Context: an optimization exercise on an open-source flow, tuned for small area. The choices shown serve that exercise and are no tape-out recipe.
Function was checked by simulation only, so behaviour that the tests miss may differ from the original.
Power and IR drop assume default switching activity.

$ cat flow/config.mk
export PLATFORM = sky130hd
export DESIGN_NAME = dino_game
export DESIGN_NICKNAME = dino_game
export VERILOG_FILES = /design/flow/design.v
export SDC_FILE = /design/flow/constraint.sdc
export NUM_CORES = 4
export LEC_CHECK = 0
export CAP_MARGIN = 20
export CORE_MARGIN = 2
export CORE_UTILIZATION = 40
export SLEW_MARGIN = 20
$ cat flow/constraint.sdc
create_clock -name core_clock -period 10.0 [get_ports {clk}]
set_input_delay 2.0000 -clock core_clock [delete_from_list [all_inputs] [get_ports {clk}]]
set_output_delay 2.0000 -clock core_clock [all_outputs]
set_load 0.01 [all_outputs]
$ cat flow/design.v
module datapath
	(
		input clk,
		input ld_x, ld_y,
		input draw,
		input count_enable,
		input frame_counter,
		input reset_n,
		input jump,
		input is_erase,
		input is_change,
		output [7:0] x_out,
		output [6:0] y_out,
		output [2:0] color_out,
		output finish_dino,
		output reg finish_erase,
		output reg frame_updated,
		output reg is_jump
	);
	reg [4:0] count;
	wire enable_frame;
	reg [2:0] frame_count;
	reg [27:0] frame_counter_value;
	reg [2:0] count_x, count_y;
	reg [7:0] x;
	reg [6:0] y;
	reg [7:0] x_orig;
	reg [6:0] y_orig;
	reg [2:0] color;
	reg dir;
	always @(posedge clk) begin
		if (!reset_n)
			frame_counter_value <= 28'd0;
		else if(frame_counter_value == 28'd100000)
			frame_counter_value <= 28'd0;
		else if(frame_counter == 1'b1)
			frame_counter_value <= frame_counter_value + 1'b1;
	end
	assign finish_dino = (frame_counter_value == 28'd100000) ? 1 : 0;
		always @(posedge clk) begin
		if (!reset_n)
			is_jump <= 1'b0;
		else if (!jump)
			is_jump <= 1'b1;
	end
	always @(posedge clk) begin
		if (!reset_n) begin
			finish_erase <= 1'b0;
			count <= 5'd0;
			x_orig <= {1'b0, 7'b0001111};
			y_orig <= 7'b1100100;
			dir <= 1'b0;
			x <= 8'd0;
			y <= 7'd0;
			color <= 3'b000;
		end
		else begin
		if (finish_erase)begin
			count <= 5'd0;
			finish_erase <= 1'b0;
		end
		if (count_enable)
			count <= count + 1;
		if (ld_x)
				x_orig <= {1'b0, 7'b0001111};
		if (ld_y)
				y_orig <= 7'b1100100;
		if (y_orig == 7'b1101010)
				dir <= 1'b0;
		else if (y_orig == 7'b0111100)
				dir <= 1'b1;
		if (is_change)
			if (!dir)
				y_orig <= y_orig - 1;
			else
				y_orig <= y_orig + 1;
		if (draw || is_erase) begin
			if (draw)
				color <= 3'b111;
			else if(is_erase)
				color <= 3'b000;
			if (count == 0) begin
				x <= x_orig;
				y <= y_orig;
			end
			if (count == 1) begin
				x <= x_orig-1'b1;
				y <= y_orig;
			end
			if (count == 2) begin
				x <= x_orig-2'd2;
				y <= y_orig;
			end
			if (count == 3) begin
				x <= x_orig+1'b1;
				y <= y_orig;
			end
			if (count == 4) begin
				x <= x_orig+2'd2;
				y <= y_orig;
			end
			if (count == 5) begin
				x <= x_orig;
				y <= y_orig+1'b1;
			end
			if (count == 6) begin
				x <= x_orig;
				y <= y_orig + 2'd2;
			end
			if (count == 7) begin
				x <= x_orig;
				y <= y_orig - 1'b1;
			end
			if (count == 8) begin
				x <= x_orig;
				y <= y_orig - 2'd2;
			end
			if (count == 9) begin
				x <= x_orig - 1'b1;
				y <= y_orig + 2'd3;
			end
			if (count == 10) begin
				x <= x_orig + 1'b1;
				y <= y_orig + 2'd3;
			end
			if (count == 11) begin
				x <= x_orig + 2'd2;
				y <= y_orig + 3'd4;
			end
			if (count == 12) begin
				x <= x_orig - 2'd2;
				y <= y_orig + 3'd4;
			end
			if (count == 13) begin
				x <= x_orig + 2'd3;
				y <= y_orig + 3'd5;
			end
			if (count == 14) begin
				x <= x_orig - 2'd3;
				y <= y_orig + 3'd5;
			end
			if (count == 15) begin
				x <= x_orig - 2'd2;
				y <= y_orig - 3'd6;
			end
			if (count == 16) begin
				x <= x_orig - 2'd2;
				y <= y_orig - 3'd5;
			end
			if (count == 17) begin
				x <= x_orig - 2'd2;
				y <= y_orig - 3'd4;
			end
			if (count == 18) begin
				x <= x_orig - 2'd2;
				y <= y_orig - 3'd3;
			end
			if (count == 19) begin
				x <= x_orig - 1'b1;
				y <= y_orig - 3'd6;
			end
			if (count == 20) begin
				x <= x_orig - 1'b1;
				y <= y_orig - 3'd5;
			end
			if (count == 21) begin
				x <= x_orig - 1'b1;
				y <= y_orig - 3'd4;
			end
			if (count == 22) begin
				x <= x_orig - 1'b1;
				y <= y_orig - 3'd3;
			end
			if (count == 23) begin
				x <= x_orig;
				y <= y_orig - 3'd6;
			end
			if (count == 24) begin
				x <= x_orig;
				y <= y_orig - 3'd5;
			end
			if (count == 25) begin
				x <= x_orig;
				y <= y_orig - 3'd4;
			end
			if (count == 26) begin
				x <= x_orig;
				y <= y_orig - 3'd3;
			end
			if (count == 27) begin
				x <= x_orig + 1'b1;
				y <= y_orig - 3'd6;
			end
			if (count == 28) begin
				x <= x_orig + 1'b1;
				y <= y_orig - 3'd5;
			end
			if (count == 29) begin
				x <= x_orig + 1'b1;
				y <= y_orig - 3'd4;
			end
			if (count == 30) begin
				x <= x_orig + 1'b1;
				y <= y_orig - 3'd3;
				if(is_erase) begin
					finish_erase <= 1'b1;
				end
			end
		end
		end
	end
	assign x_out = x; 
	assign y_out = y;
   assign color_out = color;
endmodule
module control
	(
		input clk,
		input reset_n,
		input go,
		input finish_dino,
		input is_jump,
		input frame_updated,
		input finish_erase,
		output reg ld_x, ld_y, writeEn, draw, count_enable, is_erase, is_change, frame_counter
	);
	reg [2:0] current_state, next_state;
	localparam 	start = 3'd0,
					start_wait = 3'd1,
					draw_dino = 3'd2,
					wait_jump = 3'd3,
					erase = 3'd4,
					change_x_y = 3'd5;
	always @(*) begin
		case (current_state)
			start: next_state = go ? start : start_wait;
			start_wait: next_state = go ? draw_dino : start_wait;
			draw_dino: next_state = finish_dino ? wait_jump : draw_dino;
			wait_jump: next_state = is_jump  ? erase: wait_jump;
			erase : next_state = finish_erase ? change_x_y : erase;
			change_x_y : next_state = draw_dino;
			default : next_state = start;
		endcase
	end
	always @(*) begin
		ld_x = 1'b0;
		ld_y = 1'b0;
		writeEn = 1'b0;
		draw = 1'b0;
		count_enable = 1'b0;
		is_erase = 1'b0;
		is_change = 1'b0;
		frame_counter = 1'b0;
		case (current_state)
			start: begin
				ld_x = 1'b1;
				ld_y = 1'b1;
			end
			start_wait: begin
				ld_x = 1'b1;
				ld_y = 1'b1;
			end
			draw_dino: begin
				writeEn = 1'b1;
				draw = 1'b1;
				count_enable = 1'b1;
				frame_counter = 1'b1;
			end
			erase: begin
				writeEn = 1'b1;
				is_erase = 1'b1;
				count_enable = 1'b1;
			end
				change_x_y: begin
				is_change = 1'b1;
			end
		endcase
	end
	always @(posedge clk) begin
		if (!reset_n)
			current_state <= start;
		else
			current_state <= next_state;
	end
endmodule
module dino_game
	(
		input        clk,
		input        resetn,
		input        go,
		input        jump,
		output [7:0] x,
		output [6:0] y,
		output [2:0] colour,
		output       plot
	);
	wire ldx;
	wire ldy;
	wire finish_dino;
	wire draw;
	wire count_enable;
	wire erase;
	wire is_jump;
	wire change;
	wire finish_erase;
	wire frame_updated;
	wire frame_counter;
	datapath d0(
					.clk(clk),
					.ld_x(ldx),
					.ld_y(ldy),
					.reset_n(resetn),
					.is_erase(erase),
					.is_change(change),
					.x_out(x),
					.y_out(y),
					.jump(jump),
					.color_out(colour),
					.is_jump(is_jump),
					.finish_dino(finish_dino),
					.finish_erase(finish_erase),
					.draw(draw),
					.count_enable(count_enable),
					.frame_counter(frame_counter),
					.frame_updated(frame_updated));
    control c0(
				.clk(clk),
				.reset_n(resetn),
				.go(go),
				.finish_erase(finish_erase),
				.ld_x(ldx),
				.ld_y(ldy),
				.writeEn(plot),
				.draw(draw),
				.finish_dino(finish_dino),
				.count_enable(count_enable),
				.is_erase(erase),
				.is_change(change),
				.is_jump(is_jump),
				.frame_counter(frame_counter),
				.frame_updated(frame_updated));
endmodule
$ cat flow/run.sh
#!/bin/bash
# synth_recipe.tcl (not shown) runs the flow's synth.tcl, then flattens the netlist and writes it again
# the make line also repeats each setting of config.mk as NAME=value (left out here)
make -C /OpenROAD-flow-scripts/flow DESIGN_CONFIG=/design/flow/config.mk WORK_HOME=/design/flow/orfs CLKGATE_MAP_FILE= SYNTH_SCRIPT=/design/flow/synth_recipe.tcl finish
==> results.sh, run 1 <==
export IMPL_layout_common_cells="nor2_1, nand2_1, a21oi_1"
export IMPL_postCtsHoldBufs=0
export IMPL_syn_to_final_growth_pct=7.49
export IMPL_wl_per_cell_um=19.9
export IMPL_grt_total_usage_pct=24.9
export IMPL_fin_crit_ns=4.23
export IMPL_synthArstFlopShare_pct=0
export IMPL_first_iter_violations=625
export IMPL_synthTopCellsByArea="dfxtp_1, nor2_1, a21oi_1"
export IMPL_drive_gt1_share_pct=6.60
export IMPL_drv_cap=0
export IMPL_initial_core_util_pct=40.7
export IMPL_final_cell_area_mm2=0.00632
export IMPL_cts_buffers=9
export IMPL_grt_pass1_wl_um=31700
export IMPL_start_kind="flop"
export IMPL_worst_ep_required_time_ns=8.00
export IMPL_layout_commonest_cell="nor2_1"
export IMPL_critPathKind="flop to output port"
export IMPL_leakage_uw=0.00212
export IMPL_cts_setup_buffers=0
export IMPL_synth_distinct_cells=88
export IMPL_insertion_delay_ns=0.34
export IMPL_vias=6244
export IMPL_tightest_slew_ns=0.932
export IMPL_ios=23
export IMPL_grt_pass1_vias=5779
export IMPL_antenna_cells=0
export IMPL_fmax_ghz=0.236
export IMPL_syn_cell_area_mm2=0.00588
export IMPL_path_clk_slew_ns=0.06
export IMPL_coreArea_mm2=0.0144
export IMPL_route_final_wire_length_um=19700
export IMPL_placed_area_mm2=0.00602
export IMPL_power_density_mw_per_mm2=94.0
export IMPL_setup_viol=0
export IMPL_rsz0062_at_grt="no"
export IMPL_synthFlopType="dfxtp_1"
export IMPL_hold_path_class="flop to flop"
export IMPL_io_buffers=19
export IMPL_clockBufferDepth=2
export IMPL_worstPathArrival_ns=2.23
export IMPL_die_h_um=125
export IMPL_cts_resized=0
export IMPL_synth_edff_count=0
export IMPL_reg2reg_setup_slack_ns=6.39
export IMPL_crit_path_max_fanout=12
export IMPL_hpwlAfterDp_um=13900
export IMPL_drtAntennaViolNets=0
export IMPL_avgSynthCellArea_um2=7.14
export IMPL_max_slew_margin_rel_pct=37.7
export IMPL_antenna_found_initial=0
export IMPL_fin_util_pct=43.8
export IMPL_status="timing/DRC/antenna clean"
export IMPL_drc=0
export IMPL_gp_congestion=0.970
export IMPL_yosysTopAreaCell="dfxtp_1"
export IMPL_finalSetupTns_ns=0
export IMPL_cts_htree_levels=3
export IMPL_viasPerCell=6.33
export IMPL_rows=44
export IMPL_yosys_warnings=2
export IMPL_grt_max_degree=45
export IMPL_cts_tree="built"
export IMPL_yosysSeqAreaShare_pct=19.8
export IMPL_die_w_um=125
export IMPL_hold_violations=0
export IMPL_yosys_area_top_type_share_pct=19.8
export IMPL_grt_overflow_total=0
export IMPL_cts_root_buf="clkbuf_16"
export IMPL_finClkSkew_ns=0.0137
export IMPL_ir_worst_vdd_uv=92.4
export IMPL_cts_sink_count=58
export IMPL_nets=823
export IMPL_maxSlewViolCount=0
export IMPL_design_die_area_mm2=0.0157
export IMPL_layout_worst_path_cycle_share_pct=42.3
export IMPL_ys_ff_latch=58
export IMPL_worst_setup_path_end_kind="output port"
export IMPL_syn_inst=823
export IMPL_dr_pass1_iters=10
-- sequential cells by signal, summed over array words and instances (netlist names) --
name,count
d0.y_orig,7
d0.finish_erase,1
d0.count,5
d0.color,1
d0.y,7
d0.dir,1
d0.is_jump,1
c0.current_state,3
d0.x,4
d0.frame_counter_value,28
-- synthesized netlist by cell type (all sizes together), types with 4 or more instances --
cell type,number
nand3b,4
xnor2,30
and3,11
clkbuf,29
a211oi,12
o21ai,61
o31ai,6
nor2b,11
o22ai,13
o221ai,10
a21oi,64
nor4b,4
a21boi,5
o21a,4
buf,38
nand3,42
inv,19
ha,21
nor3,21
a2111oi,6
a32o,4
and2,6
a31oi,11
xor2,23
nor4,6
a21o,8
a221oi,8
nand2,85
nand4b,5
dfxtp,58
nand4,10
nor3b,7
or3,6
nor2,95
a221o,4
o211ai,11
nand2b,14
-- through the flow --
step,power [µW],hold slack [ns],std cells,setup slack (ns)
after global routing,609,0.481,987,5.65
after CTS,599,0.463,987,5.77
final,594,0.457,987,5.77
after detailed placement,283,0.449,971,5.70
after floorplan,270,0.460,825,7.06
after global placement,283,0.443,971,5.79
-- final cells by class --
cell class                 instances  area, µm²
clock buffer                       9        225
clock inverter                     7       68.8
fill                            1559       8110
inverter                          21       78.8
multi-input combinational        679       4290
sequential                        58       1160
tap                              184        230
timing repair buffer              29        265
-- critical path: stages (launching register included) --
cell,delay (ns)
dfxtp_1,0.53
nand2b_1,0.31
a21o_1,0.27
clkinv_1,0.25
clkdlybuf4s50_1,0.55
-- kinds of logic after synthesis --
family	after synthesis	share of synthesized area [%]
AO/OA/AOI/OAI	257	30.0
XOR/XNOR	53	7.90
adder cells (fa/ha/maj)	21	4.47
buffers and inverters	88	7.41
flip-flops	58	19.8
multiplexers	1	0.192
other	1	0.0638
AND/OR/NAND/NOR	344	30.2
-- metal layers --
layer,share of wire [%],global-route usage (%),vias to the layer above
met3,8.3,5.78,57
met2,44,37.7,276
li1,-,-,2975
met4,3.6,11.0,0
met1,44,33.8,2936
met5,0,0,-
-- power by group --
group | leakage [µW] | internal, µW | switching, µW
registers | 0.000469 | 235 | 4.69
clock network | 0.000142 | 192 | 123
logic | 0.00151 | 14.6 | 24.2
-- path summary, 6_finish.rpt --
path / start / end / depth (start not counted)
setup reg to reg: d0.y_orig[3] / d0.y[6] / 8
hold reg to reg: d0.x[1] / d0.x[1] / 2
hold / removal: d0.x[1] / d0.x[1] / 2
setup / recovery: c0.current_state[2] / plot / 4
==> run 2, diff against run 1 <==
==> flow/design.v (replaced) <==
module dino_game
	(
		input        clk,
		input        resetn,
		input        go,
		input        jump,
		output [7:0] x,
		output [6:0] y,
		output [2:0] colour,
		output       plot
	);
	localparam S_START = 3'b000,
	           S_WAIT  = 3'b001,    
	           S_JUMP  = 3'b010,    
	           S_CHG   = 3'b011,    
	           S_DS    = 3'b100,    
	           S_DC    = 3'b101,    
	           S_DRAW  = 3'b110,
	           S_ERASE = 3'b111;
	reg [2:0]  state;
	reg        is_jump;
	reg [4:0]  L;         
	reg [11:0] U;         
	reg [6:0]  yo;        
	reg        dir;       
	wire drawing = (state == S_DS) | (state == S_DC) | (state == S_DRAW);
	wire finish  = (state == S_DRAW) & U[11] & U[10] & U[5] & U[4] & U[2] & U[0];
	always @(posedge clk) begin
		if (!resetn)
			state <= S_START;
		else case (state)
			S_START: state <= go ? S_START : S_WAIT;
			S_WAIT:  state <= go ? S_DS : S_WAIT;
			S_DS:    state <= S_DRAW;
			S_DC:    state <= S_DRAW;
			S_DRAW:  state <= finish ? S_JUMP : S_DRAW;
			S_JUMP:  state <= is_jump ? S_ERASE : S_JUMP;
			S_ERASE: state <= (&L) ? S_CHG : S_ERASE;
			default: state <= S_DC;
		endcase
	end
	always @(posedge clk) begin
		if (!resetn)
			is_jump <= 1'b0;
		else if (!jump)
			is_jump <= 1'b1;
	end
	always @(posedge clk) begin
		if (!resetn)
			L <= 5'd0;
		else if (state[2])
			L <= L + 1'b1;
	end
	always @(posedge clk) begin
		if (!drawing || finish)
			U <= 12'd0;
		else if (&L)
			U <= U + 1'b1;
	end
	always @(posedge clk) begin
		if (!resetn) begin
			yo  <= 7'd100;
			dir <= 1'b0;
		end else begin
			if (state == S_DC)
				yo <= dir ? yo + 1'b1 : yo - 1'b1;
			if (yo[6] & yo[5] & yo[3] & yo[1])         
				dir <= 1'b0;
			else if (!yo[6] & !yo[1] & !yo[0])         
				dir <= 1'b1;
		end
	end
	reg signed [3:0] dx, dy;
	always @(*) begin
		case (L)
			5'd1:  begin dx =  0; dy =  0; end
			5'd2:  begin dx = -1; dy =  0; end
			5'd3:  begin dx = -2; dy =  0; end
			5'd4:  begin dx =  1; dy =  0; end
			5'd5:  begin dx =  2; dy =  0; end
			5'd6:  begin dx =  0; dy =  1; end
			5'd7:  begin dx =  0; dy =  2; end
			5'd8:  begin dx =  0; dy = -1; end
			5'd9:  begin dx =  0; dy = -2; end
			5'd10: begin dx = -1; dy =  3; end
			5'd11: begin dx =  1; dy =  3; end
			5'd12: begin dx =  2; dy =  4; end
			5'd13: begin dx = -2; dy =  4; end
			5'd14: begin dx =  3; dy =  5; end
			5'd15: begin dx = -3; dy =  5; end
			5'd0:  begin dx =  1; dy = -3; end
			default: begin
				dx = {2'b00, L[3:2]} - 4'sd2;
				dy = {2'b00, L[1:0]} - 4'sd6;
			end
		endcase
	end
	wire blank = (state == S_DS);    
	wire [7:0] px = 8'd15 + {{4{dx[3]}}, dx};
	wire [6:0] py = yo + {{3{dy[3]}}, dy};
	assign x = blank ? 8'd0 : px;
	assign y = blank ? 7'd0 : py;
	assign colour = {3{(state == S_DRAW) | ((state == S_ERASE) & (L == 5'd1))}};
	assign plot = state[2];
endmodule
--- a/flow/config.mk
+++ b/flow/config.mk
@@ -5,6 +5,7 @@
 export SDC_FILE = /design/flow/constraint.sdc
 export NUM_CORES = 4
 export LEC_CHECK = 0
+export ABC_AREA = 1
 export CAP_MARGIN = 20
 export CORE_MARGIN = 2
 export CORE_UTILIZATION = 40
==> results.sh, run 2 <==
export IMPL_syn_cell_area_mm2=0.00224
export IMPL_finalSetupTns_ns=0
export IMPL_ir_worst_vdd_uv=101
export IMPL_synthFlopType="dfxtp_1"
export IMPL_seqPwrFrac_pct=25.5
export IMPL_critPathKind="flop to output port"
export IMPL_hold_violations=0
export IMPL_yosys_warnings=1
export IMPL_power_density_mw_per_mm2=196
export IMPL_syn_to_final_growth_pct=15.5
export IMPL_cts_buffers=5
export IMPL_die_h_um=78.9
export IMPL_rows=27
export IMPL_critPathTopFamily="simple AND/OR/NAND/NOR gates"
export IMPL_whs_path_depth=2
export IMPL_drive_gt1_share_pct=8.91
export IMPL_dr_pass1_iters=4
export IMPL_clockBufferDepth=2
export IMPL_hold_path_class="flop to flop"
export IMPL_synth_edff_count=0
export IMPL_layout_commonest_cell="nand2_1"
export IMPL_grt_pass1_wl_um=8050
export IMPL_reg2reg_setup_slack_ns=7.85
export IMPL_initial_core_util_pct=40.9
export IMPL_dp_cells=412
export IMPL_finClkSkew_ns=0.00564
export IMPL_yosys_area_top_type_share_pct=25.9
export IMPL_viasPerCell=4.92
export IMPL_p_switching_uw=182
export IMPL_crit_slowest_cell="clkdlybuf4s50_1"
export IMPL_cts_tree="built"
export IMPL_hpwlAfterDp_um=3590
export IMPL_fmax_ghz=0.175
export IMPL_maxSlewViolCount=0
export IMPL_cts_setup_buffers=0
export IMPL_layoutNonFillerInstCount=420
export IMPL_synth_distinct_cells=34
export IMPL_path_cells="ha_1, inv_1, nor2_1, ha_1, inv_1, nand2_1, nor2_1, nand3_4, nor2_1, a21oi_1, ha_1, fa_1, nand4_1, nand3_1, xor2_1, nand2_1, nand2_1, nor2_2, clkdlybuf4s50_1"
export IMPL_grt_busiest_layer="met2"
export IMPL_grt_pass1_vias=1820
export IMPL_syn_inst=327
export IMPL_cts_root_buf="clkbuf_8"
export IMPL_worstPathArrival_ns=3.70
export IMPL_cts_htree_levels=2
export IMPL_r2r_end="U[11]"
export IMPL_drv_cap=0
export IMPL_max_slew_margin_rel_pct=58.5
export IMPL_insertion_delay_ns=0.27
export IMPL_ys_ff_latch=29
export IMPL_layout_common_cells="nand2_1, inv_1, nor2_1"
export IMPL_synth_commonest_cells="nand2_1, inv_1, nor2_1, dfxtp_1, a21oi_1"
export IMPL_antenna_found_initial=0
export IMPL_postCtsHoldBufs=0
export IMPL_tightest_slew_ns=0.621
export IMPL_status="timing/DRC/antenna clean"
export IMPL_largest_reg_flops=12
export IMPL_design_die_area_mm2=0.00622
export IMPL_yosysSeqAreaShare_pct=25.9
export IMPL_synthArstFlopShare_pct=0
export IMPL_switching_share_pct=36.0
export IMPL_grt_total_usage_pct=16.1
export IMPL_top_register="U"
export IMPL_hold_path_end="is_jump"
export IMPL_synth_most_common_cell="nand2_1"
export IMPL_io_buffers=19
export IMPL_cts_sink_count=29
export IMPL_drc=0
export IMPL_p_comb_share_pct=50.1
export IMPL_p_int_uw=325
export IMPL_gp_congestion=0.880
export IMPL_reg_top3="U (12), yo (7), L (5)"
export IMPL_fin_crit_ns=5.70
export IMPL_path_clk_slew_ns=0.06
export IMPL_antenna_cells=0
export IMPL_avgSynthCellArea_um2=6.85
export IMPL_route_final_wire_length_um=4720
export IMPL_first_iter_violations=103
export IMPL_coreArea_mm2=0.00547
export IMPL_crit_path_max_incr_delay_ns=0.53
export IMPL_worstHoldStart="is_jump"
export IMPL_ios=23
export IMPL_grt_max_degree=13
export IMPL_rr_worst_depth=9
export IMPL_crit_path_max_fanout=8
export IMPL_r2r_start="L[2]"
export IMPL_yosysTopAreaCell="dfxtp_1"
export IMPL_setup_viol=0
export IMPL_grtUsageMet3_pct=2.73
export IMPL_rsz0062_at_grt="no"
export IMPL_nets=373
export IMPL_vias=2066
export IMPL_met1_usage_pct=21.8
export IMPL_grt_overflow_total=0
export IMPL_layout_worst_path_cycle_share_pct=57.0
export IMPL_leakage_uw=0.00116
export IMPL_use_met2_pct=25.6
export IMPL_cts_resized=0
export IMPL_start_kind="flop"
export IMPL_die_w_um=78.9
export IMPL_synthTopCellsByArea="dfxtp_1, ha_1, nand2_1"
export IMPL_clock_power_share_pct=24.4
export IMPL_critPathBufInv=3
export IMPL_worst_setup_path_end_kind="output port"
export IMPL_worst_ep_required_time_ns=8.00
export IMPL_wl_per_cell_um=11.2
export IMPL_drtAntennaViolNets=0
[run 2: final cells by class]
| class | instances | area, µm² |
|---|---|---|
| Timing Repair Buffer | 19 | 190 |
| Multi-Input combinational cell | 239 | 1410 |
| Tap cell | 72 | 90.1 |
| Fill cell | 555 | 2880 |
| Clock buffer | 7 | 86.3 |
| Clock inverter | 1 | 30.0 |
| Inverter | 53 | 199 |
| Sequential cell | 29 | 581 |
[run 2: worst max path at each step]
stage	from	to	slack (ns)	cells after the start
final	L[0]	y[6]	4.30	19
after global routing	L[0]	y[6]	4.00	19
after CTS	L[0]	y[6]	4.30	19
after detailed placement	L[0]	y[6]	4.60	19
after global placement	L[0]	y[6]	4.67	19
after floorplan	L[0]	y[6]	5.30	18
[run 2: logic make-up (layout without fill, tap and decap cells)]
logic type                 after synthesis  count (layout)  synth area share (%)
buffers and inverters                   61              80                  11.4
adders and majority gates               22              22                  13.0
AOI/OAI and AO/OA                       52              52                  13.0
other                                    1               3                 0.167
and+or+nand+nor                        149             149                  31.5
DFF                                     29              29                  25.9
xor gates and xnor gates                13              13                  5.08
[run 2: power by group through the flow]
stage                     logic, µW  clock network, µW  registers [µW]
after CTS                       256                127             129
final                           254                124             130
after detailed placement        255                  0             132
after global routing            284                131             131
after global placement          256                  0             132
after floorplan                 161                  0             129
[run 2: worst reg2reg max path: cells and delay by family, from the launching register on]
family                     cells  cell delay (ns)
and+or+nand+nor                6             0.87
DFF                            1             0.58
adders and majority gates      1             0.32
buffers and inverters          1             0.14
xor gates and xnor gates       1             0.13
[run 2: routing by layer]
metal,part of all wire (%),vias to the layer above
met4,1.9,0
li1,-,1107
met1,52,917
met2,43,35
met3,2.8,7
met5,0,-
[run 2: per-stage QoR]
stage | total power [µW] | cell area (µm²) | setup slack [ns] | util, % | hold WS [ns]
detailed placement | 387 | 2470 | 4.60 | 45.2 | 0.456
floorplan | 290 | 2250 | 5.30 | - | 0.432
global route | 546 | 2590 | 4.00 | 47.3 | 0.508
global placement | 387 | 2470 | 4.67 | 45.2 | 0.448
finish | 507 | 2590 | 4.30 | 47.3 | 0.460
CTS | 512 | 2590 | 4.30 | 47.3 | 0.463
==> run 3, diff against run 2 <==
==> flow/flow/run.sh (new file) <==
#!/bin/bash
# Own layout flow: the standard synthesis, then the combinational logic
# between the (unchanged) registers is re-mapped by ABC for area, then the
# standard ORFS layout, with small port buffers.
set -euo pipefail
W=$PWD
F=$W/flow
R=$W/orfs/results/$FLOW_PLATFORM/dino_game/base
LIB=$FLOW_HOME/platforms/$FLOW_PLATFORM/lib/sky130_fd_sc_hd__tt_025C_1v80.lib
YOSYS=${YOSYS_EXE:-$FLOW_HOME/../tools/install/yosys/bin/yosys}

# 1. standard synthesis
bash standard.sh synth > $W/log_synth.log 2>&1

# 2. re-map the combinational logic; registers keep their cells and names
cp $R/1_2_yosys.v $W/std_1_2_yosys.v
sed -e "s#@LIB@#$LIB#g" -e "s#@IN@#$W/std_1_2_yosys.v#g" -e "s#@OUT@#$W/reopt.v#g" \
    -e "s#@ABC@#$F/area.abc#g" $F/reopt.ys > $W/reopt.ys
$YOSYS -c $W/reopt.ys > $W/log_reopt.log 2>&1 || $YOSYS -s $W/reopt.ys > $W/log_reopt.log 2>&1
cp $W/reopt.v $R/1_2_yosys.v
rm -f $R/1_synth.odb $R/1_synth.sdc

# 3. layout
export BUFFER_PORTS_ARGS="-buffer_cell sky130_fd_sc_hd__buf_1"
bash standard.sh > $W/log_layout.log 2>&1
==> flow/flow/area.abc (new file) <==
strash
&get -n
&deepsyn -T 20
&put
dch -f
amap
topo
==> flow/flow/reopt.ys (new file) <==
read_liberty -ignore_miss_func @LIB@
read_verilog @IN@
hierarchy -top dino_game
setattr -mod -set keep_hierarchy 1 sky130_fd_sc_hd__dfxtp_1 sky130_fd_sc_hd__dfxtp_2 sky130_fd_sc_hd__dfxtp_4 sky130_fd_sc_hd__edfxtp_1
flatten
opt_clean -purge
abc -liberty @LIB@ -dont_use sky130_fd_sc_hd__probe_p_8 -dont_use sky130_fd_sc_hd__probec_p_8 -dont_use sky130_fd_sc_hd__lpflow_* -script @ABC@
opt_clean -purge
hilomap -singleton -hicell sky130_fd_sc_hd__conb_1 HI -locell sky130_fd_sc_hd__conb_1 LO
splitnets
opt_clean -purge
stat -liberty @LIB@
select dino_game
write_verilog -selected -noattr -nohex -nodec @OUT@
==> flow/standard.sh (new file) <==
#!/bin/bash
# synth_recipe.tcl (not shown) runs the flow's synth.tcl, then flattens the netlist and writes it again
# the make line also repeats each setting of config.mk as NAME=value (left out here)
make -C /OpenROAD-flow-scripts/flow DESIGN_CONFIG=/design/flow/config.mk WORK_HOME=/design/flow/orfs CLKGATE_MAP_FILE= SYNTH_SCRIPT=/design/flow/synth_recipe.tcl "${@:-finish}"
--- a/flow/config.mk
+++ b/flow/config.mk
@@ -9,4 +9,5 @@
 export CAP_MARGIN = 20
 export CORE_MARGIN = 2
 export CORE_UTILIZATION = 40
+export CTS_BUF_LIST = sky130_fd_sc_hd__clkbuf_4
 export SLEW_MARGIN = 20
removed: flow/run.sh
==> results.sh, run 3 <==
export IMPL_hold_path_end="is_jump"
export IMPL_status="timing/DRC/antenna clean"
export IMPL_ios=23
export IMPL_cts_setup_buffers=0
export IMPL_layout_common_cells="nor2_1, dfxtp_1, clkinv_1"
export IMPL_grt_max_degree=12
export IMPL_initial_core_util_pct=42.6
export IMPL_syn_cell_area_mm2=0.00144
export IMPL_insertion_delay_ns=0.33
export IMPL_cts_tree="built"
export IMPL_yosys_warnings=1
export IMPL_power_total_uw=242
export IMPL_whs_path_depth=2
export IMPL_grt_pass1_vias=1383
export IMPL_worst_setup_path_end_kind="output port"
export IMPL_cts_sink_count=29
export IMPL_nets=240
export IMPL_antenna_cells=0
export IMPL_syn_inst=207
export IMPL_drtAntennaViolNets=0
export IMPL_layout_commonest_cell="nor2_1"
export IMPL_worstHoldStart="is_jump"
export IMPL_layout_worst_path_cycle_share_pct=53.1
export IMPL_critPathKind="flop to output port"
export IMPL_grt_overflow_total=0
export IMPL_design_die_area_mm2=0.00411
export IMPL_r2r_end="U[11]"
export IMPL_worstPathArrival_ns=3.31
export IMPL_avgSynthCellArea_um2=6.98
export IMPL_fin_crit_ns=5.31
export IMPL_gp_congestion=0.791
export IMPL_worst_ep_required_time_ns=8.00
export IMPL_die_h_um=64.1
export IMPL_maxSlewViolCount=0
export IMPL_r2r_start="L[4]"
export IMPL_fillerInstances=364
export IMPL_dr_pass1_iters=4
export IMPL_cts_htree_levels=2
export IMPL_drive_gt1_share_pct=4.22
export IMPL_io_buffers=19
export IMPL_rr_worst_depth=14
export IMPL_fmax_ghz=0.188
export IMPL_grt_pass1_wl_um=5730
export IMPL_finalSetupTns_ns=0
export IMPL_rows=21
export IMPL_hold_path_class="flop to flop"
export IMPL_hold_violations=0
export IMPL_antenna_found_initial=0
export IMPL_path_clk_slew_ns=0.09
export IMPL_setup_viol=0
export IMPL_reg_top3="U (12), yo (7), L (5)"
export IMPL_finClkSkew_ns=0.0109
export IMPL_seq_area_um2=581
export IMPL_route_final_wire_length_um=3060
export IMPL_syn_to_final_growth_pct=14.0
export IMPL_coreArea_mm2=0.00339
export IMPL_cts_root_buf="clkbuf_4"
export IMPL_power_density_mw_per_mm2=147
export IMPL_wl_per_cell_um=10.8
export IMPL_grt_total_usage_pct=17.6
export IMPL_hpwlAfterDp_um=2310
export IMPL_first_iter_violations=131
export IMPL_rsz0062_at_grt="no"
export IMPL_viasPerCell=5.04
export IMPL_cts_buffers=5
export IMPL_postCtsHoldBufs=0
export IMPL_start_kind="flop"
export IMPL_die_w_um=64.1
export IMPL_largest_reg_flops=12
export IMPL_clockBufferDepth=2
export IMPL_leakage_uw=0.000554
export IMPL_ir_worst_vdd_uv=90.6
export IMPL_vias=1425
export IMPL_drc=0
export IMPL_cts_resized=0
export IMPL_reg2reg_setup_slack_ns=7.20
export IMPL_drv_cap=0
export IMPL_whs_ns=0.453
export IMPL_multi_input_area_um2=762
export IMPL_top_register="U"
export IMPL_crit_path_max_fanout=10
-- run 3: cell count changes in the layout (fill, tap and decap cells not counted), moves of 12 or more --
cell,before,now
clkinv_1,0,28
nand2_1,63,11
nor2_1,35,52
ha_1,20,0
clkdlybuf4s50_1,19,0
inv_1,46,0
buf_1,0,19
a21oi_1,27,14
nand3_1,14,2
-- run 3: power by group --
group | switching (µW) | internal (µW)
Clock | 42.1 | 29.4
Sequential | 3.53 | 118
Combinational | 31.5 | 17.1
Total | 77.2 | 165
-- run 3: cell type report --
type / count / area share, %
multi-input combinational: 151 / 46.3
timing repair buffer: 21 / 5.24
clock inverter: 2 / 0.608
inverter: 28 / 6.38
sequential: 29 / 35.3
tap: 46 / 3.50
clock buffer: 6 / 2.74
-- run 3: per-stage QoR --
step	worst slack [ns]	std cells	instance area [µm²]	utilization, %
after CTS	4.67	283	1650	48.6
after global routing	4.15	283	1650	48.6
after global placement	5.19	275	1590	47.0
after floorplan	5.42	209	1450	-
final	4.69	283	1650	48.6
after detailed placement	5.09	275	1590	47.0
-- run 3: worst max path at each step --
stage | from | end | cells past startpoint
CTS | L[1] | y[6] | 15
floorplan | L[1] | y[6] | 14
global placement | L[1] | y[6] | 15
finish | L[1] | y[6] | 15
detailed placement | L[1] | y[6] | 15
global route | L[1] | y[6] | 15
-- run 3: per-layer routing --
layer / track usage, % / wire length [µm] / vias to the layer above / part of all wire (%)
met5: 0 / 0 / - / 0
met4: 8.42 / 50 / 0 / 1.6
met3: 5.63 / 149 / 7 / 4.9
met2: 29.0 / 1320 / 31 / 43
met1: 20.5 / 1540 / 605 / 50
li1: - / - / 782 / -
-- run 3: worst max-delay path, stage by stage, from the launching register on --
cell and delay (ns):
dfxtp_1 0.50, clkinv_1 0.14, nor4_1 0.37, a222oi_1 0.14, nor2_1 0.20, a21oi_1 0.08, and2_0 0.21, o21a_1 0.21
nor2_1 0.18, o32ai_1 0.16, nor2_1 0.17, clkinv_1 0.11, nor2_1 0.13, nor2_1 0.05, a211oi_1 0.16, buf_1 0.17
==> run 4, diff against run 3 <==
==> flow/design.v (replaced) <==
module dino_game
	(
		input        clk,
		input        resetn,
		input        go,
		input        jump,
		output [7:0] x,
		output [6:0] y,
		output [2:0] colour,
		output       plot
	);
	localparam S_START = 3'b000,
	           S_WAIT  = 3'b001,    
	           S_JUMP  = 3'b010,    
	           S_CHG   = 3'b011,    
	           S_DS    = 3'b100,    
	           S_DC    = 3'b101,    
	           S_DRAW  = 3'b110,
	           S_ERASE = 3'b111;
	reg [2:0]  state;
	reg        is_jump;
	reg [4:0]  L;         
	reg [11:0] U;         
	reg [6:0]  yb;        
	reg        dir;       
	wire drawing = (state == S_DS) | (state == S_DC) | (state == S_DRAW);
	wire finish  = (state == S_DRAW) & U[11] & U[10] & U[5] & U[4] & U[2] & U[0];
	always @(posedge clk) begin
		if (!resetn)
			state <= S_START;
		else case (state)
			S_START: state <= go ? S_START : S_WAIT;
			S_WAIT:  state <= go ? S_DS : S_WAIT;
			S_DS:    state <= S_DRAW;
			S_DC:    state <= S_DRAW;
			S_DRAW:  state <= finish ? S_JUMP : S_DRAW;
			S_JUMP:  state <= is_jump ? S_ERASE : S_JUMP;
			S_ERASE: state <= (&L) ? S_CHG : S_ERASE;
			default: state <= S_DC;
		endcase
	end
	always @(posedge clk) begin
		if (!resetn)
			is_jump <= 1'b0;
		else if (!jump)
			is_jump <= 1'b1;
	end
	always @(posedge clk) begin
		if (!resetn)
			L <= 5'd0;
		else if (state[2])
			L <= L + 1'b1;
	end
	always @(posedge clk) begin
		if (!drawing || finish)
			U <= 12'd0;
		else if (&L)
			U <= U + 1'b1;
	end
	reg [4:0] px;
	reg [3:0] dy;
	always @(*) begin
		case (L)
			5'd0:  begin px = 16; dy = 3;  end
			5'd1:  begin px = 15; dy = 6;  end
			5'd2:  begin px = 14; dy = 6;  end
			5'd3:  begin px = 13; dy = 6;  end
			5'd4:  begin px = 16; dy = 6;  end
			5'd5:  begin px = 17; dy = 6;  end
			5'd6:  begin px = 15; dy = 7;  end
			5'd7:  begin px = 15; dy = 8;  end
			5'd8:  begin px = 15; dy = 5;  end
			5'd9:  begin px = 15; dy = 4;  end
			5'd10: begin px = 14; dy = 9;  end
			5'd11: begin px = 16; dy = 9;  end
			5'd12: begin px = 17; dy = 10; end
			5'd13: begin px = 13; dy = 10; end
			5'd14: begin px = 18; dy = 11; end
			5'd15: begin px = 12; dy = 11; end
			default: begin
				px = 5'd13 + L[3:2];
				dy = {2'b00, L[1:0]};
			end
		endcase
	end
	reg [6:0] A;
	always @(*) begin
		if (state == S_CHG)
			A = dir ? 7'd1 : 7'd127;
		else if (state == S_DC)
			A = dir ? 7'd2 : 7'd4;
		else
			A = {3'b000, dy};
	end
	wire [6:0] row = yb + A;
	always @(posedge clk) begin
		if (!resetn) begin
			yb  <= 7'd94;
			dir <= 1'b0;
		end else begin
			if (state == S_CHG)
				yb <= row;
			if (yb[6] & yb[5] & yb[2])                 
				dir <= 1'b0;
			else if (!yb[6] & !yb[3] & !yb[0])         
				dir <= 1'b1;
		end
	end
	wire blank = (state == S_DS);
	assign x = {3'b000, px[4] & !blank, px[3:0]};
	assign y = blank ? 7'd0 : row;
	assign colour = {3{(state == S_DRAW) | ((state == S_ERASE) & (L == 5'd1))}};
	assign plot = state[2];
endmodule
--- a/flow/config.mk
+++ b/flow/config.mk
@@ -9,5 +9,7 @@
 export CAP_MARGIN = 20
 export CORE_MARGIN = 2
 export CORE_UTILIZATION = 40
-export CTS_BUF_LIST = sky130_fd_sc_hd__clkbuf_4
+export CTS_BUF_LIST = sky130_fd_sc_hd__clkbuf_8
+export CTS_CLUSTER_DIAMETER = 500
+export CTS_CLUSTER_SIZE = 30
 export SLEW_MARGIN = 20
==> results.sh, run 4 <==
export IMPL_cts_tree="built"
export IMPL_setup_viol=0
export IMPL_layout_common_cells="nor2_1, dfxtp_1, clkinv_1"
export IMPL_largest_reg_flops=12
export IMPL_wl_met3_um=174
export IMPL_avgSynthCellArea_um2=7.03
export IMPL_drc=0
export IMPL_power_density_mw_per_mm2=186
export IMPL_postCtsHoldBufs=0
export IMPL_cts_buffers=5
export IMPL_worst_setup_path_end_kind="output port"
export IMPL_worstHoldStart="is_jump"
export IMPL_status="timing/DRC/antenna clean"
export IMPL_die_h_um=63.6
export IMPL_worstPathArrival_ns=3.51
export IMPL_layout_worst_path_cycle_share_pct=55.1
export IMPL_coreArea_mm2=0.00336
export IMPL_viasPerCell=5.05
export IMPL_dr_pass1_iters=6
export IMPL_hold_violations=0
export IMPL_r2r_start="L[2]"
export IMPL_highest_layer="met4"
export IMPL_route_final_wire_length_um=3150
export IMPL_syn_to_final_growth_pct=18.3
export IMPL_power_total_uw=313
export IMPL_final_cell_area_mm2=0.00168
export IMPL_clockBufferDepth=2
export IMPL_crit_path_max_fanout=9
export IMPL_max_slew_margin_rel_pct=50.2
export IMPL_wl_met1_um=1650
export IMPL_layout_commonest_cell="nor2_1"
export IMPL_crit_start="L[2]"
export IMPL_rows=21
export IMPL_whs_path_depth=2
export IMPL_vias=1404
export IMPL_tightest_slew_ns=0.735
export IMPL_antenna_found_initial=0
export IMPL_nets=235
export IMPL_finalSetupTns_ns=0
export IMPL_fmax_ghz=0.181
export IMPL_drtAntennaViolNets=0
export IMPL_rsz0062_at_grt="no"
export IMPL_placed_area_mm2=0.00156
export IMPL_cts_resized=0
export IMPL_reg_top3="U (12), yb (7), L (5)"
export IMPL_syn_cell_area_mm2=0.00142
export IMPL_hpwlAfterDp_um=2420
export IMPL_grt_total_usage_pct=16.3
export IMPL_gp_congestion=0.837
export IMPL_fin_crit_ns=5.51
export IMPL_antenna_cells=0
export IMPL_dr_wl_met2_um=1270
export IMPL_worst_slack_ns=4.49
export IMPL_io_buffers=19
export IMPL_cts_setup_buffers=0
export IMPL_dp_slack_ns=4.90
export IMPL_leakage_uw=0.000578
export IMPL_hold_path_class="flop to flop"
export IMPL_drv_cap=0
export IMPL_insertion_delay_ns=0.28
export IMPL_design_die_area_mm2=0.00404
export IMPL_maxSlewViolCount=0
export IMPL_yosys_warnings=1
export IMPL_cts_root_buf="clkbuf_8"
export IMPL_ir_worst_vdd_uv=145
export IMPL_grt_pass1_vias=1170
export IMPL_start_kind="flop"
export IMPL_drive_gt1_share_pct=3.45
export IMPL_grt_max_degree=10
export IMPL_first_iter_violations=49
export IMPL_grt_overflow_total=0
export IMPL_cts_sink_count=29
export IMPL_grt_pass1_wl_um=5150
export IMPL_critPathKind="flop to output port"
export IMPL_initial_core_util_pct=42.2
export IMPL_rr_worst_depth=18
export IMPL_die_w_um=63.6
export IMPL_top_register="U"
export IMPL_wl_per_cell_um=11.3
export IMPL_path_clk_slew_ns=0.06
export IMPL_ios=23
export IMPL_finClkSkew_ns=0.00470
export IMPL_syn_inst=202
export IMPL_worst_ep_required_time_ns=8.00
export IMPL_cts_htree_levels=2
-- run 4: where the power goes --
group          total, µW  internal (µW)  switching [µW]
Sequential           123            119            3.49
Clock                125           80.1            44.5
Combinational       65.5           23.0            42.5
Total                313            222            90.5
-- run 4: layout make-up --
type	instances	area, µm²
clock buffers	6	82.6
clock inverters	2	33.8
fillers	366	1680
inverters	26	97.6
multi-input cells	149	749
flip-flops and latches	29	581
well taps	46	57.6
repair buffers	20	78.8
-- run 4: metal layers --
metal | track usage [%] | up-vias
met4 | 6.52 | 0
met2 | 23.4 | 40
met3 | 4.82 | 4
li1 | - | 756
met1 | 22.6 | 604
met5 | 0 | -
-- run 4: final timing paths --
path,end,slack [ns]
setup / recovery,y[6],4.49
hold / removal,is_jump,0.46
setup reg to reg,yb[6],6.71
hold reg to reg,is_jump,0.46
-- run 4: stage by stage --
stage	hold slack [ns]	utilization, %	cells
floorplan	0.425	-	204
global placement	0.435	46.5	270
detailed placement	0.455	46.5	270
CTS	0.464	50.0	278
global route	0.486	50.0	278
finish	0.458	50.0	278
-- run 4: critical path, stage by stage (launching register included) --
cell and delay [ns]:
dfxtp_1 0.36, clkinv_1 0.22, nor2_1 0.20, clkinv_1 0.12, nor3_1 0.17, o21ai_0 0.11, o21ai_0 0.22, nor2_1 0.11
o21ai_0 0.23, nor2_1 0.09, a21oi_1 0.16, nand2_1 0.08, nand2_1 0.08, nand2_1 0.09, nor3_1 0.32, o22ai_1 0.14
a211oi_1 0.33, buf_1 0.19
==> run 5, diff against run 4 <==
--- a/flow/config.mk
+++ b/flow/config.mk
@@ -9,7 +9,7 @@
 export CAP_MARGIN = 20
 export CORE_MARGIN = 2
 export CORE_UTILIZATION = 40
-export CTS_BUF_LIST = sky130_fd_sc_hd__clkbuf_8
+export CTS_BUF_LIST = sky130_fd_sc_hd__clkbuf_4
 export CTS_CLUSTER_DIAMETER = 500
 export CTS_CLUSTER_SIZE = 30
 export SLEW_MARGIN = 20
==> results.sh, run 5 <==
export IMPL_status="timing/DRC/antenna clean"
export IMPL_hold_path_class="flop to flop"
export IMPL_maxSlewViolCount=0
export IMPL_dr_pass1_iters=4
export IMPL_finalSetupTns_ns=0
export IMPL_rows=21
export IMPL_seqPwrFrac_pct=43.4
export IMPL_syn_inst=202
export IMPL_design_die_area_mm2=0.00404
export IMPL_rsz0062_at_grt="no"
export IMPL_reg_top3="U (12), yb (7), L (5)"
export IMPL_coreArea_mm2=0.00336
export IMPL_cts_resized=0
export IMPL_p_int_uw=197
export IMPL_yosys_warnings=1
export IMPL_insertion_delay_ns=0.32
export IMPL_grt_overflow_total=0
export IMPL_gp_congestion=0.837
export IMPL_finClkSkew_ns=0.00338
export IMPL_hold_violations=0
export IMPL_fmax_ghz=0.182
export IMPL_critPathKind="flop to output port"
export IMPL_initial_core_util_pct=42.2
export IMPL_worst_setup_path_end_kind="output port"
export IMPL_ir_worst_vdd_uv=73.9
export IMPL_largest_reg_flops=12
export IMPL_grt_max_degree=10
export IMPL_fin_crit_ns=5.49
export IMPL_syn_cell_area_mm2=0.00142
export IMPL_drive_gt1_share_pct=3.45
export IMPL_dp_cells=270
export IMPL_top_register="U"
export IMPL_path_clk_slew_ns=0.09
export IMPL_crit_path_max_fanout=9
export IMPL_vias=1394
export IMPL_antenna_cells=0
export IMPL_p_comb_share_pct=23.1
export IMPL_grt_pass1_wl_um=5180
export IMPL_cts_buffers=5
export IMPL_max_slew_margin_rel_pct=50.0
export IMPL_grt_pass1_vias=1175
export IMPL_postCtsHoldBufs=0
export IMPL_switching_share_pct=30.3
export IMPL_avgSynthCellArea_um2=7.03
export IMPL_route_final_wire_length_um=3090
export IMPL_worstPathArrival_ns=3.49
export IMPL_clockBufferDepth=2
export IMPL_cts_sink_count=29
export IMPL_cts_htree_levels=2
export IMPL_worst_ep_required_time_ns=8.00
export IMPL_layout_worst_path_cycle_share_pct=54.9
export IMPL_io_buffers=19
export IMPL_fillerInstances=375
export IMPL_power_density_mw_per_mm2=172
export IMPL_drtAntennaViolNets=0
export IMPL_leakage_uw=0.000558
export IMPL_cts_tree="built"
export IMPL_start_kind="flop"
export IMPL_die_w_um=63.6
export IMPL_nets=235
export IMPL_clock_power_share_pct=33.5
export IMPL_antenna_found_initial=0
export IMPL_syn_to_final_growth_pct=15.7
export IMPL_cts_root_buf="clkbuf_4"
export IMPL_p_switching_uw=85.6
export IMPL_hpwlAfterDp_um=2420
export IMPL_viasPerCell=5.01
export IMPL_die_h_um=63.6
export IMPL_tightest_slew_ns=0.738
export IMPL_layout_commonest_cell="nor2_1"
export IMPL_layoutNonFillerInstCount=278
export IMPL_drc=0
export IMPL_grt_total_usage_pct=16.3
export IMPL_wl_per_cell_um=11.1
export IMPL_layout_common_cells="nor2_1, dfxtp_1, clkinv_1"
export IMPL_cts_setup_buffers=0
export IMPL_drv_cap=0
export IMPL_setup_viol=0
export IMPL_first_iter_violations=50
export IMPL_ios=23
## run 5: power by group through the flow
stage / Clock (µW) / Sequential [µW] / Combinational [µW]
floorplan: 0 / 125 / 46.4
global placement: 0 / 125 / 65.9
detailed placement: 0 / 125 / 65.2
CTS: 98.8 / 123 / 65.4
global route: 105 / 123 / 73.3
finish: 94.6 / 122 / 65.1
## run 5: cell type report
| cell class | count | area (µm²) | area share (%) |
|---|---|---|---|
| clock inverter | 2 | 33.8 | 2.06 |
| sequential | 29 | 581 | 35.3 |
| multi-input combinational | 149 | 749 | 45.6 |
| clock buffer | 6 | 45.0 | 2.74 |
| inverter | 26 | 97.6 | 5.94 |
| timing repair buffer | 20 | 78.8 | 4.80 |
| tap | 46 | 57.6 | 3.50 |
## run 5: worst paths after layout
kind                 from       to  slack (ns)  cells after the start
hold / removal    is_jump  is_jump        0.46                      2
hold reg to reg   is_jump  is_jump        0.46                      2
setup reg to reg     L[2]    yb[6]        6.79                     18
setup / recovery     L[2]     y[6]        4.51                     17
## run 5: layer usage
metal / wire length (µm) / global-route usage [%] / vias to the layer above
li1: - / - / 758
met5: 0 / 0 / -
met4: 34 / 6.52 / 0
met1: 1630 / 22.8 / 596
met2: 1280 / 23.2 / 34
met3: 149 / 4.82 / 6
## run 5: stage by stage
step           area (µm²)  utilization [%]  hold slack, ns  setup WS [ns]  power (µW)
6_report             1640             48.8           0.461           4.51         282
5_1_grt              1640             48.8           0.492           3.91         301
4_1_cts              1640             48.8           0.468           4.52         287
3_5_place_dp         1560             46.5           0.455           4.90         190
3_3_place_gp         1560             46.5           0.435           5.03         191
2_1_floorplan        1430                -           0.425           5.32         171
## run 5: worst max-delay path, cell delays in order, from the launching register on
cell and delay [ns]:
dfxtp_1 0.37, clkinv_1 0.22, nor2_1 0.20, clkinv_1 0.13, nor3_1 0.17, o21ai_0 0.11
o21ai_0 0.22, nor2_1 0.11, o21ai_0 0.23, nor2_1 0.09, a21oi_1 0.16, nand2_1 0.08
nand2_1 0.08, nand2_1 0.09, nor3_1 0.26, o22ai_1 0.13, a211oi_1 0.33, buf_1 0.19
==> run 6, diff against run 5 <==
--- a/flow/flow/run.sh
+++ b/flow/flow/run.sh
@@ -22,4 +22,5 @@
 
 # 3. layout
 export BUFFER_PORTS_ARGS="-buffer_cell sky130_fd_sc_hd__buf_1"
+export CTS_ARGS="-sink_clustering_enable -repair_clock_nets -sink_clustering_size 30 -sink_clustering_max_diameter 500 -buf_list sky130_fd_sc_hd__clkbuf_4 -dont_use_dummy_load"
 bash standard.sh > $W/log_layout.log 2>&1
--- a/flow/config.mk
+++ b/flow/config.mk
@@ -9,7 +9,4 @@
 export CAP_MARGIN = 20
 export CORE_MARGIN = 2
 export CORE_UTILIZATION = 40
-export CTS_BUF_LIST = sky130_fd_sc_hd__clkbuf_4
-export CTS_CLUSTER_DIAMETER = 500
-export CTS_CLUSTER_SIZE = 30
 export SLEW_MARGIN = 20
==> results.sh, run 6 <==
export IMPL_status="timing/DRC/antenna clean"
export IMPL_cts_htree_levels=2
export IMPL_p_comb_share_pct=41.0
export IMPL_worst_slack_ns=4.26
export IMPL_worstPathArrival_ns=3.74
export IMPL_antenna_found_initial=0
export IMPL_die_h_um=63.5
export IMPL_path_cells="clkinv_1, nor2_1, o21a_1, nor3_1, nor2_1, nor2_1, nor2_1, clkinv_1, nor2_1, a21oi_1, a21oi_1, nor2_1, a21oi_1, nand2_1, o21ai_0, nand2_1, clkinv_1, o21ai_0, nor2_1, o22ai_1, o21ai_0, nor2_1, buf_1"
export IMPL_nets=240
export IMPL_grt_pass1_wl_um=5240
export IMPL_critPathTopFamily="simple AND/OR/NAND/NOR gates"
export IMPL_first_iter_violations=96
export IMPL_seqPwrFrac_pct=40.1
export IMPL_route_final_wire_length_um=3030
export IMPL_vias=1419
export IMPL_whs_path_depth=2
export IMPL_worstHoldStart="is_jump"
export IMPL_crit_slowest_cell="dfxtp_1"
export IMPL_syn_cell_area_mm2=0.00142
export IMPL_critPathKind="flop to output port"
export IMPL_cts_sink_count=29
export IMPL_fin_util_pct=47.7
export IMPL_r2r_start="L[2]"
export IMPL_rows=21
export IMPL_p_int_uw=189
export IMPL_finalSetupTns_ns=0
export IMPL_dr_pass1_iters=4
export IMPL_gp_congestion=0.814
export IMPL_r2r_end="yb[6]"
export IMPL_die_w_um=63.5
export IMPL_layoutNonFillerInstCount=280
export IMPL_cts_root_buf="clkbuf_4"
export IMPL_power_total_uw=317
export IMPL_grt_overflow_total=0
export IMPL_hold_path_class="flop to flop"
export IMPL_drc=0
export IMPL_rsz0062_at_grt="no"
export IMPL_syn_inst=208
export IMPL_grt_max_degree=14
export IMPL_hold_path_end="is_jump"
export IMPL_hpwlAfterDp_um=2320
export IMPL_drtAntennaViolNets=0
export IMPL_syn_to_final_growth_pct=13.1
export IMPL_path_clk_slew_ns=0.09
export IMPL_clockBufferDepth=2
export IMPL_insertion_delay_ns=0.32
export IMPL_largest_reg_flops=12
export IMPL_reg2reg_setup_slack_ns=6.55
export IMPL_leakage_uw=0.000546
export IMPL_finClkSkew_ns=0.0184
export IMPL_worst_setup_path_end_kind="output port"
export IMPL_postCtsHoldBufs=0
export IMPL_reg_top3="U (12), yb (7), L (5)"
export IMPL_io_buffers=19
export IMPL_design_die_area_mm2=0.00404
export IMPL_antenna_cells=0
export IMPL_setup_viol=0
export IMPL_critPathBufInv=4
export IMPL_cts_resized=0
export IMPL_start_kind="flop"
export IMPL_hold_violations=0
export IMPL_switching_share_pct=40.3
export IMPL_power_density_mw_per_mm2=198
export IMPL_top_register="U"
export IMPL_layout_common_cells="nor2_1, dfxtp_1, clkinv_1"
export IMPL_crit_path_max_incr_delay_ns=0.46
export IMPL_drive_gt1_share_pct=2.99
export IMPL_p_switching_uw=128
export IMPL_dp_slack_ns=4.60
export IMPL_drv_cap=0
export IMPL_maxSlewViolCount=0
export IMPL_ir_worst_vdd_uv=91.2
export IMPL_dp_cells=275
export IMPL_rr_worst_depth=22
export IMPL_grt_pass1_vias=1266
export IMPL_layout_worst_path_cycle_share_pct=57.4
export IMPL_crit_path_max_fanout=8
export IMPL_cts_buffers=5
export IMPL_fmax_ghz=0.174
export IMPL_worst_ep_required_time_ns=8.00
export IMPL_avgSynthCellArea_um2=6.82
export IMPL_cp_common_cell="nor2_1"
export IMPL_viasPerCell=5.07
export IMPL_yosys_warnings=1
export IMPL_tightest_slew_ns=0.636
export IMPL_grt_total_usage_pct=16.5
export IMPL_fin_crit_ns=5.74
export IMPL_layout_commonest_cell="nor2_1"
export IMPL_cts_setup_buffers=0
export IMPL_wl_per_cell_um=10.8
export IMPL_initial_core_util_pct=42.2
export IMPL_max_slew_margin_rel_pct=57.4
export IMPL_clock_power_share_pct=18.9
export IMPL_cts_tree="built"
export IMPL_ios=23
export IMPL_coreArea_mm2=0.00336
[run 6: worst reg2reg max path: cells and delay by family (launching register included)]
kind | cells | cell delay, ns
and+or+nand+nor | 10 | 1.24
buffers and inverters | 3 | 0.35
DFF | 1 | 0.46
AOI/OAI and AO/OA | 9 | 1.26
[run 6: how the worst max path moves through the flow]
stage / startpoint / endpoint / slack, ns / cells past startpoint
floorplan: L[2] / y[6] / 5.14 / 23
global placement: L[2] / y[5] / 4.60 / 23
detailed placement: L[2] / y[5] / 4.60 / 23
CTS: L[2] / y[5] / 4.24 / 23
global route: L[2] / y[6] / 3.70 / 23
finish: L[2] / y[6] / 4.26 / 23
[run 6: cell type report]
cell class,instances,area [µm²]
Fill cell,369,1760
Sequential cell,29,581
Tap cell,46,57.6
Inverter,27,101
Clock buffer,5,37.5
Multi-Input combinational cell,154,754
Timing Repair Buffer,19,71.3
[run 6: per-stage QoR]
stage | instance area (µm²) | hold WS, ns
3_3_place_gp | 1550 | 0.438
5_1_grt | 1600 | 0.476
6_report | 1600 | 0.454
3_5_place_dp | 1550 | 0.442
4_1_cts | 1590 | 0.456
2_1_floorplan | 1430 | 0.425
[run 6: metal layers]
layer	up-vias	track usage [%]	wire length, µm
li1	768	-	-
met2	28	27.8	1330
met4	0	5.71	24
met5	-	0	0
met3	2	4.82	158
met1	621	20.0	1510
[run 6: power groups by stage]
stage,Clock (µW),Combinational [µW],Sequential [µW]
4_1_cts,62.7,130,126
5_1_grt,69.3,147,128
3_3_place_gp,0,129,129
3_5_place_dp,0,129,129
2_1_floorplan,0,95.3,128
6_report,59.9,130,127
==> run 7, diff against run 6 <==
==> flow/flow/run.sh (replaced) <==
#!/bin/bash
# Own layout flow:
#  1. the standard synthesis (standard.sh synth), unchanged;
#  2. the combinational logic between the registers is re-mapped by ABC for
#     area, from several random seeds; registers keep their cells and names.
#     Each candidate is proved equivalent to the standard netlist (registers
#     paired by name) and the smallest is kept;
#  3. the standard ORFS layout from floorplan on, with buf_1 port buffers and
#     a clock tree of clkbuf_4 without dummy loads.
set -euo pipefail
W=$PWD
F=$W/flow
R=$W/orfs/results/$FLOW_PLATFORM/dino_game/base
LIB=$FLOW_HOME/platforms/$FLOW_PLATFORM/lib/sky130_fd_sc_hd__tt_025C_1v80.lib
YOSYS=$FLOW_HOME/../tools/install/yosys/bin/yosys
[ -x "$YOSYS" ] || YOSYS=yosys

# 1. standard synthesis
bash standard.sh synth > $W/log_synth.log 2>&1
cp $R/1_2_yosys.v $W/std.v

# 2. re-map
python3 $F/cutff.py $W/std.v $W/std_cut.v
best=""; bestarea=""
run_seed() {
  local s=$1
  printf 'strash\n&get -n\n&deepsyn -T 20 -S %s\n&put\ndch -f\namap\ntopo\n' $s > $W/seed$s.abc
  sed -e "s#@LIB@#$LIB#g" -e "s#@IN@#$W/std.v#g" -e "s#@OUT@#$W/reopt$s.v#g" \
      -e "s#@ABC@#$W/seed$s.abc#g" $F/reopt.ys > $W/reopt$s.ys
  $YOSYS -s $W/reopt$s.ys > $W/log_reopt$s.log 2>&1 || return 0
  # equivalence with the standard netlist, registers cut and paired by name
  python3 $F/cutff.py $W/reopt$s.v $W/reopt${s}_cut.v
  cat > $W/eq$s.ys <<EOS
read_liberty -ignore_miss_func $LIB
read_verilog $W/std_cut.v
rename dino_game gold
read_verilog $W/reopt${s}_cut.v
rename dino_game gate
hierarchy -check
flatten
opt_clean
miter -equiv -flatten gold gate miter
hierarchy -top miter
sat -verify -prove trigger 0 miter
EOS
  if $YOSYS -s $W/eq$s.ys > $W/log_eq$s.log 2>&1; then
    grep -m1 "Chip area" $W/log_reopt$s.log | awk -v s=$s '{print $NF, s}' >> $W/reopt_areas.txt
  fi
}
: > $W/reopt_areas.txt
for s in 1 2 3 4; do run_seed $s & done; wait
for s in 5 6 7 8; do run_seed $s & done; wait
if [ -s $W/reopt_areas.txt ]; then
  s=$(sort -n $W/reopt_areas.txt | head -1 | awk '{print $2}')
  echo "using seed $s: $(sort -n $W/reopt_areas.txt | head -1)" > $W/reopt_choice.txt
  cp $W/reopt$s.v $R/1_2_yosys.v
  rm -f $R/1_synth.odb $R/1_synth.sdc
else
  echo "no re-mapped netlist passed; standard netlist kept" > $W/reopt_choice.txt
fi

# 3. layout
export BUFFER_PORTS_ARGS="-buffer_cell sky130_fd_sc_hd__buf_1"
export CTS_ARGS="-sink_clustering_enable -repair_clock_nets -sink_clustering_size 30 -sink_clustering_max_diameter 500 -buf_list sky130_fd_sc_hd__clkbuf_4 -dont_use_dummy_load"
bash standard.sh > $W/log_layout.log 2>&1
==> flow/flow/cutff.py (new file) <==
import re, sys
# cutff.py in.v out.v : turn each dfxtp/edfxtp flop into a module input (Q) and output (D/DE)
src = open(sys.argv[1]).read()
inst = re.compile(r'\n\s*(sky130_fd_sc_hd__e?dfxtp_\d)\s+(\\\S+|\w+)\s*\((.*?)\);', re.S)
ports, body = [], []
n = [0]
def repl(m):
    name = m.group(2)
    key = re.sub(r'\W', '_', name.lstrip('\\'))
    conns = dict(re.findall(r'\.(\w+)\(\s*(.*?)\s*\)\s*(?:,|$)', m.group(3).strip(), re.S))
    out = []
    for pin, net in conns.items():
        if pin == 'CLK': continue
        if pin == 'Q':
            ports.append(('input', 'q_' + key)); out.append(f'  assign {net} = q_{key};')
        else:
            ports.append(('output', f'{pin.lower()}_{key}')); out.append(f'  assign {pin.lower()}_{key} = {net};')
    return '\n' + '\n'.join(out)
src = inst.sub(repl, src)
m = re.search(r'module\s+dino_game\s*\((.*?)\);', src, re.S)
plist = m.group(1) + ''.join(', ' + p for _, p in sorted(ports, key=lambda t: t[1]))
decl = ''.join(f'\n  {d} {p};' for d, p in sorted(ports, key=lambda t: t[1]))
src = src[:m.start()] + f'module dino_game({plist});{decl}' + src[m.end():]
open(sys.argv[2], 'w').write(src)
removed: flow/flow/area.abc
==> results.sh, run 7 <==
export IMPL_antenna_cells=0
export IMPL_drc=0
export IMPL_ios=23
export IMPL_dp_cells=268
export IMPL_path_clk_slew_ns=0.09
export IMPL_finalSetupTns_ns=0
export IMPL_rows=21
export IMPL_multi_input_area_um2=752
export IMPL_dr_wl_met2_um=1310
export IMPL_switching_share_pct=38.9
export IMPL_critPathKind="flop to output port"
export IMPL_drive_gt1_share_pct=3.07
export IMPL_setup_viol=0
export IMPL_drv_cap=0
export IMPL_syn_to_final_growth_pct=13.2
export IMPL_seq_area_um2=581
export IMPL_highest_layer="met4"
export IMPL_wl_per_cell_um=11.2
export IMPL_layout_worst_path_cycle_share_pct=59.6
export IMPL_cts_sink_count=29
export IMPL_avgSynthCellArea_um2=6.97
export IMPL_die_w_um=63.2
export IMPL_grt_pass1_wl_um=5260
export IMPL_coreArea_mm2=0.00336
export IMPL_yosys_warnings=1
export IMPL_dr_pass1_iters=4
export IMPL_design_die_area_mm2=0.00399
export IMPL_ir_worst_vdd_uv=97.1
export IMPL_max_slew_margin_rel_pct=49.2
export IMPL_vias=1375
export IMPL_grt_total_usage_pct=17.0
export IMPL_grt_pass1_vias=1232
export IMPL_layout_common_cells="nor2_1, dfxtp_1, clkinv_1"
export IMPL_postCtsHoldBufs=0
export IMPL_seqPwrFrac_pct=43.1
export IMPL_maxSlewViolCount=0
export IMPL_worst_setup_path_end_kind="output port"
export IMPL_tightest_slew_ns=0.756
export IMPL_largest_reg_flops=12
export IMPL_layoutNonFillerInstCount=274
export IMPL_first_iter_violations=118
export IMPL_start_kind="flop"
export IMPL_cts_buffers=5
export IMPL_power_density_mw_per_mm2=186
export IMPL_grt_max_degree=14
export IMPL_die_h_um=63.2
export IMPL_hold_path_class="flop to flop"
export IMPL_top_register="U"
export IMPL_gp_congestion=0.846
export IMPL_drtAntennaViolNets=0
export IMPL_rsz0062_at_grt="no"
export IMPL_viasPerCell=5.02
export IMPL_clock_power_share_pct=20.7
export IMPL_cts_tree="built"
export IMPL_cts_setup_buffers=0
export IMPL_insertion_delay_ns=0.33
export IMPL_syn_cell_area_mm2=0.00140
export IMPL_cts_htree_levels=2
export IMPL_p_int_uw=180
export IMPL_p_comb_share_pct=36.2
export IMPL_hold_violations=0
export IMPL_status="timing/DRC/antenna clean"
export IMPL_initial_core_util_pct=41.7
export IMPL_worst_ep_required_time_ns=8.00
export IMPL_fin_crit_ns=5.96
export IMPL_clockBufferDepth=2
export IMPL_whs_ns=0.451
export IMPL_grt_overflow_total=0
export IMPL_worstPathArrival_ns=3.96
export IMPL_wl_met1_um=1590
export IMPL_route_final_wire_length_um=3060
export IMPL_antenna_found_initial=0
export IMPL_wl_met3_um=107
export IMPL_syn_inst=201
export IMPL_cts_root_buf="clkbuf_4"
export IMPL_leakage_uw=0.000517
export IMPL_layout_commonest_cell="nor2_1"
export IMPL_hpwlAfterDp_um=2320
export IMPL_nets=234
export IMPL_finClkSkew_ns=0.0161
export IMPL_crit_path_max_fanout=7
export IMPL_cts_resized=0
export IMPL_reg_top3="U (12), yb (7), L (5)"
export IMPL_fmax_ghz=0.168
export IMPL_fillerInstances=403
export IMPL_io_buffers=19
export IMPL_p_switching_uw=115
run 7: path summary, 6_finish.rpt:
kind	to	from	slack, ns	cells after the start
max	y[6]	state[1]	4.04	20
min	is_jump	is_jump	0.45	2
max reg2reg	yb[6]	state[1]	6.31	19
min reg2reg	is_jump	is_jump	0.45	2
run 7: power groups by stage:
stage | Sequential [µW] | Clock [µW] | Combinational, µW
final | 127 | 61.0 | 107
after global routing | 128 | 68.0 | 123
after CTS | 127 | 63.7 | 107
after detailed placement | 130 | 0 | 106
after global placement | 130 | 0 | 107
after floorplan | 129 | 0 | 77.3
run 7: stage by stage:
| step | instance area, µm² | power (µW) | utilization [%] | worst slack, ns |
|---|---|---|---|---|
| CTS | 1580 | 298 | 46.8 | 4.02 |
| finish | 1590 | 295 | 47.2 | 4.04 |
| global route | 1590 | 320 | 47.2 | 3.33 |
| floorplan | 1410 | 206 | - | 5.05 |
| global placement | 1540 | 237 | 45.7 | 4.47 |
| detailed placement | 1540 | 236 | 45.7 | 4.36 |
run 7: cell type report:
cell class	count	area share, %
sequential	29	36.6
inverter	22	5.21
multi-input combinational	152	47.4
tap	46	3.63
clock buffer	5	2.37
timing repair buffer	20	4.81
run 7: worst max-delay path, cell delays in order, from the launching register on:
cell      delay [ns]
dfxtp_1         0.42
clkinv_1        0.15
nor3_1          0.64
clkinv_1        0.32
o21ai_0         0.22
nand2b_1        0.11
a21oi_1         0.15
nor2_1          0.07
nor2_1          0.13
a21oi_1         0.08
a21oi_1         0.20
nor2_1          0.08
nor2_1          0.16
nor2_1          0.08
nand2_1         0.12
nor2_1          0.07
o22ai_1         0.19
nor2_1          0.06
a21oi_1         0.17
nor2_1          0.06
buf_1           0.14
run 7: routing by layer:
layer / global-route usage [%] / vias to the layer above
li1: - / 764
met1: 21.3 / 583
met2: 26.3 / 21
met3: 6.43 / 7
met4: 7.07 / 0
met5: 0 / -

-- port drivers added, routing unchanged --
Ports are ideal in the flow. The routed layouts listed here were re-timed in OpenROAD. Step 1 (the two cells are an assumption about what drives the block):
set clk [get_ports {clk}]
set_driving_cell -lib_cell sky130_fd_sc_hd__clkbuf_16 $clk
set_driving_cell -lib_cell sky130_fd_sc_hd__buf_2 [delete_from_list [all_inputs] $clk]
Step 2 also shifts input and output timing later by t, the mid clock arrival at the registers, as if the neighbouring blocks saw the same clock. a / b / c = ideal ports / drivers / drivers and shift; a / b = the first two.
run | t (ns) | setup WS [ns] | worst setup path at the end | latest minus earliest clock arrival (ns)
run 1 | 0.378 | 5.770 / 5.727 / 5.677 | input to register | 0.014 / 0.014
run 2 | 0.299 | 4.296 / 4.268 / 4.567 | register to output | 0.006 / 0.006
run 3 | 0.349 | 4.692 / 4.671 / 5.020 | register to output | 0.011 / 0.011
run 4 | 0.302 | 4.486 / 4.460 / 4.762 | register to output | 0.004 / 0.004
run 5 | 0.338 | 4.513 / 4.491 / 4.829 | register to output | 0.004 / 0.004
run 6 | 0.335 | 4.258 / 4.235 / 4.570 | register to output | 0.019 / 0.018
run 7 | 0.344 | 4.042 / 4.021 / 4.365 | register to output | 0.016 / 0.016
After both steps setup and hold are still met in every run listed. The setup slack of run 1, which loses most, moves by -0.043 ns with the drivers and by -0.093 ns with both steps.
